From an optimization exercise on the open Yosys and OpenROAD flow, aimed at small area; shortcuts taken in it are not production practice. At most, simulation tests tie the RTL to the original design; equivalence was not proved. Power figures rest on the tool's default switching activity, not on a simulated workload.

## onyx
==> flow/design.v <==
module sdram_controller (
        input   clk,
        input   rst,
        output  sdram_cle,
        output  sdram_cs,
        output  sdram_cas,
        output  sdram_ras,
        output  sdram_we,
        output  sdram_dqm,
        output  [1:0]  sdram_ba,
        output  [15:0] sdram_a,
        input   [31:0] sdram_dqi,
        output  [31:0] sdram_dqo,
        input   [24:0] user_addr,
        input   rw,
        input   [31:0] data_in,
        output  [31:0] data_out,
        output  busy,
        input   in_valid,
        output  out_valid
    );
    localparam [2:0] IDLE  = 3'd0,
                     IDLEW = 3'd1,
                     WINIT = 3'd2,
                     WRITE = 3'd3,
                     REFS  = 3'd4,
                     PAR   = 3'd5,
                     RDRR  = 3'd6,
                     PAW   = 3'd7;
    reg [2:0] st, st_d;
    reg [3:0] ctr, ctr_d;
    reg       init_q;
    reg        ready;
    reg        saved_rw;
    reg [24:0] saved_addr;
    reg [31:0] saved_data;
    reg [12:0] addr_q;
    reg [31:0] dq_q;
    reg [3:0]  row_open;
    reg [11:0] row_addr [0:3];
    reg [9:0]  rlfsr;
    reg        rflag;
    reg [31:0] dt_q;
    reg [24:13] exp_hi;
    wire s_idle  = st == IDLE || st == IDLEW;
    wire s_refs  = st == REFS;
    wire s_pa    = st == PAR || st == PAW;
    wire s_rdrr  = st == RDRR;
    wire [24:0] exp_q = {exp_hi, addr_q};
    wire match   = user_addr == exp_q;
    wire w_open  = s_rdrr && ctr == 4'd10;
    wire w_cmp   = s_rdrr && ctr >= 4'd3 && ctr <= 4'd9;
    wire hm      = s_rdrr && ctr >= 4'd2 && ctr <= 4'd9;
    wire ack     = !init_q && (w_open || (w_cmp && match));
    wire d_init  = st == WINIT;
    wire d_pref  = s_refs && ctr == 4'd10;
    wire d_ref   = s_refs && ctr == 4'd6;
    wire d_preb  = s_pa && ctr == 4'd6;
    wire d_act   = s_pa && ctr == 4'd2;
    wire d_read  = s_rdrr && ctr == 4'd14;
    wire d_write = st == IDLEW;
    wire [1:0]  abank  = addr_q[12:11];
    wire [1:0]  sbank  = saved_addr[12:11];
    wire [11:0] rowsel = row_addr[sbank];
    wire [11:0] rowact = row_addr[abank];
    assign sdram_cle = !init_q;
    assign sdram_cs  = 1'b0;
    assign sdram_dqm = 1'b0;
    assign sdram_ras = !(d_act || d_pref || d_preb || d_ref);
    assign sdram_cas = !(d_read || d_write || d_ref);
    assign sdram_we  = !(d_write || d_pref || d_preb);
    assign sdram_ba  = (d_act || d_read || d_write || d_preb) ? abank : 2'd0;
    assign sdram_a   = d_init ? 16'h0022 :
                       d_act ? {4'd0, rowact} :
                       (d_read || d_write) ? {3'd0, addr_q[10:0], 2'b00} :
                       d_pref ? 16'h2000 : 16'd0;
    assign sdram_dqo = (d_write && !init_q) ? dq_q : 32'd0;
    assign out_valid = s_rdrr && (ctr == 4'd10 || ctr == 4'd2 || (!init_q && ctr >= 4'd3 && ctr <= 4'd9 && match));
    assign busy      = !ready;
    assign data_out  = dt_q;
    wire        rhit   = rowsel == saved_addr[24:13];
    wire        ctr0   = ctr == 4'd0;
    always @* begin
        st_d  = st;
        ctr_d = ctr - 4'd1;
        case (st)
            IDLE, IDLEW: begin
                st_d = IDLE;
                if (rflag) begin
                    st_d = REFS; ctr_d = 4'd11;
                end else if (!ready) begin
                    if (row_open[sbank]) begin
                        if (!rhit) begin st_d = saved_rw ? PAW : PAR; ctr_d = 4'd7; end
                        else if (saved_rw) st_d = WRITE;
                        else begin st_d = RDRR; ctr_d = 4'd15; end
                    end else begin
                        st_d = saved_rw ? PAW : PAR; ctr_d = 4'd3;
                    end
                end
            end
            WINIT: st_d = IDLE;
            WRITE: st_d = IDLEW;
            REFS:  if (ctr0) st_d = IDLE;
            PAR:   if (ctr0) st_d = RDRR;    
            PAW:   if (ctr0) st_d = WRITE;
            RDRR:  if (ctr0) st_d = IDLE;
        endcase
        if (init_q) st_d = WINIT;
    end
    always @(posedge clk) begin
        st     <= st_d;
        ctr    <= ctr_d;
        init_q <= rst;
        if (rst) ready <= 1'b0;
        else if (init_q || (s_rdrr && ctr >= 4'd12 && ctr <= 4'd14) || (s_idle && !rflag && !ready)) ready <= 1'b1;
        else if (in_valid && !hm) ready <= 1'b0;
        if ((ready && in_valid) || ack) begin
            saved_rw   <= rw;
            saved_addr <= user_addr;
            saved_data <= data_in;
        end
        if (s_idle) begin
            addr_q <= saved_addr[12:0];
            dq_q   <= saved_data;
        end
        if (s_rdrr) dq_q <= sdram_dqi;
        if (s_rdrr && ctr <= 4'd10) begin
            {exp_hi, addr_q[12:2]} <= (w_open ? user_addr[24:2] : exp_q[24:2]) + 23'd1;
            if (w_open) addr_q[1:0] <= user_addr[1:0];
        end
        if (init_q || (s_idle && rflag)) row_open <= 4'd0;
        else if (s_idle && !ready) row_open[sbank] <= 1'b1;
        if (s_idle && !ready) row_addr[sbank] <= saved_addr[24:13];
        if (init_q) begin
            rlfsr <= 10'b0011111100;
            rflag <= 1'b0;
        end else begin
            rlfsr <= {rlfsr[8:0], rlfsr[9] ^ rlfsr[6] ^ (rlfsr == 10'b1100111111)};
            if (s_idle && rflag) rflag <= 1'b0;
            else if (rlfsr == 10'b1100111111) rflag <= 1'b1;
        end
        dt_q  <= (!rst && !init_q && s_rdrr && ctr >= 4'd4 && ctr <= 4'd11) ? dq_q : 32'd0;
    end
endmodule
==> flow/config.mk <==
export PLATFORM = sky130hd
export DESIGN_NAME = sdram_controller
export DESIGN_NICKNAME = sdram_controller
export VERILOG_FILES = /design/flow/design.v
export SDC_FILE = /design/flow/constraint.sdc
export NUM_CORES = 4
export LEC_CHECK = 0
export CAP_MARGIN = 20
export CORE_MARGIN = 2
export CORE_UTILIZATION = 60
export SLEW_MARGIN = 20
==> flow/constraint.sdc <==
create_clock -name core_clock -period 10.0 [get_ports {clk}]
set_input_delay 2.0000 -clock core_clock [delete_from_list [all_inputs] [get_ports {clk}]]
set_output_delay 2.0000 -clock core_clock [all_outputs]
set_load 0.01 [all_outputs]
standard.sh (not shown) runs the stock make flow with config.mk's settings and CLKGATE_MAP_FILE= SYNTH_SCRIPT=/design/flow/synth_recipe.tcl, a recipe that flattens the netlist after the stock synthesis.
==> flow/flow/run.sh <==
#!/bin/bash
# The standard layout (standard.sh), with the make variables listed one per line in
# flow/make_args.txt (smallest port buffer, clock tree settings). The make output goes to
# flow_make.log; each ORFS step writes its own log under orfs/logs/.
set -euo pipefail
mapfile -t ARGS < flow/make_args.txt
bash standard.sh "${ARGS[@]}" finish > flow_make.log 2>&1
==> flow/flow/make_args.txt <==
BUFFER_PORTS_ARGS=-buffer_cell sky130_fd_sc_hd__buf_1
CTS_ARGS=-sink_clustering_enable -repair_clock_nets -dont_use_dummy_load -buf_list sky130_fd_sc_hd__clkbuf_8 -root_buf sky130_fd_sc_hd__clkbuf_8 -sink_clustering_size 16 -sink_clustering_max_diameter 60
onyx: no failed stages, no open violations at the end
Setup changes, onyx to cedar
--- a/flow/design.v
+++ b/flow/design.v
@@ -47,8 +47,9 @@
     wire s_pa    = st == PAR || st == PAW;
     wire s_rdrr  = st == RDRR;
     wire [24:0] exp_q = {exp_hi, addr_q};
     wire match   = user_addr == exp_q;
+    wire [24:2] exp_next = (w_open ? user_addr[24:2] : exp_q[24:2]) + 23'd1;
     wire w_open  = s_rdrr && ctr == 4'd10;
     wire w_cmp   = s_rdrr && ctr >= 4'd3 && ctr <= 4'd9;
     wire hm      = s_rdrr && ctr >= 4'd2 && ctr <= 4'd9;
     wire ack     = !init_q && (w_open || (w_cmp && match));
@@ -60,19 +61,19 @@
     wire d_read  = s_rdrr && ctr == 4'd14;
     wire d_write = st == IDLEW;
     wire [1:0]  abank  = addr_q[12:11];
     wire [1:0]  sbank  = saved_addr[12:11];
-    wire [11:0] rowsel = row_addr[sbank];
-    wire [11:0] rowact = row_addr[abank];
+    wire [1:0]  rsel   = s_idle ? sbank : abank;
+    wire [11:0] rowsel = row_addr[rsel];
     assign sdram_cle = !init_q;
     assign sdram_cs  = 1'b0;
     assign sdram_dqm = 1'b0;
     assign sdram_ras = !(d_act || d_pref || d_preb || d_ref);
     assign sdram_cas = !(d_read || d_write || d_ref);
     assign sdram_we  = !(d_write || d_pref || d_preb);
     assign sdram_ba  = (d_act || d_read || d_write || d_preb) ? abank : 2'd0;
     assign sdram_a   = d_init ? 16'h0022 :
-                       d_act ? {4'd0, rowact} :
+                       d_act ? {4'd0, rowsel} :
                        (d_read || d_write) ? {3'd0, addr_q[10:0], 2'b00} :
                        d_pref ? 16'h2000 : 16'd0;
     assign sdram_dqo = (d_write && !init_q) ? dq_q : 32'd0;
     assign out_valid = s_rdrr && (ctr == 4'd10 || ctr == 4'd2 || (!init_q && ctr >= 4'd3 && ctr <= 4'd9 && match));
@@ -123,10 +124,11 @@
             addr_q <= saved_addr[12:0];
             dq_q   <= saved_data;
         end
         if (s_rdrr) dq_q <= sdram_dqi;
+        exp_hi <= exp_next[24:13];
         if (s_rdrr && ctr <= 4'd10) begin
-            {exp_hi, addr_q[12:2]} <= (w_open ? user_addr[24:2] : exp_q[24:2]) + 23'd1;
+            addr_q[12:2] <= exp_next[12:2];
             if (w_open) addr_q[1:0] <= user_addr[1:0];
         end
         if (init_q || (s_idle && rflag)) row_open <= 4'd0;
         else if (s_idle && !ready) row_open[sbank] <= 1'b1;
cedar vs onyx — area of combinational cells with multiple inputs climbed slightly
Cmp onyx and cedar / signed area change from the synthesized netlist to the final layout / lower: onyx
In the reports for onyx and cedar, the larger final critical-path setup slack belongs to onyx.
Delta (cedar minus onyx): area of all placed cells without fillers down about 1.2%; total power down about 9%.
Number of inverters outside the clock class in the layout in cedar vs onyx: down 2
Area of placed instances down 1.2% in cedar wrt onyx
cedar vs. onyx: final period demand of the worst path increased 240 ps; global-route total usage across every layer decreased 0.19 points; pre-CTS setup slack decreased 220 ps.
For onyx, only the layout was checked, not whether the RTL still works.

==> what the ideal ports hide <==
In the flow no input, the clock included, has a driving cell. The finished layouts below were timed again as built, in two steps. Step 1 assumes that a clkbuf_16 drives the clock port and a buf_2 every other input. Step 2, shift: input delay + t, output delay - t, t = (earliest + latest rising clock arrival at the registers) / 2. This alone moves slack from input paths to output paths. Three values: no drivers, after step 1, after step 2; two values: the first two.
run | t (ns) | setup slack, ns | worst hold slack (ns) | worst setup path after step 2 | clock arrival spread, ns
onyx | 0.519 | 4.218 / 4.182 / 4.182 | 0.454 / 0.454 / 0.454 | input to output | 0.074 / 0.074
cedar | 0.539 | 3.981 / 3.959 / 3.959 | 0.450 / 0.450 / 0.450 | input to output | 0.062 / 0.061
After both steps setup and hold are still met in every run listed. The setup slack of onyx, which loses most, moves by -0.036 ns with the drivers and by -0.036 ns with both steps.
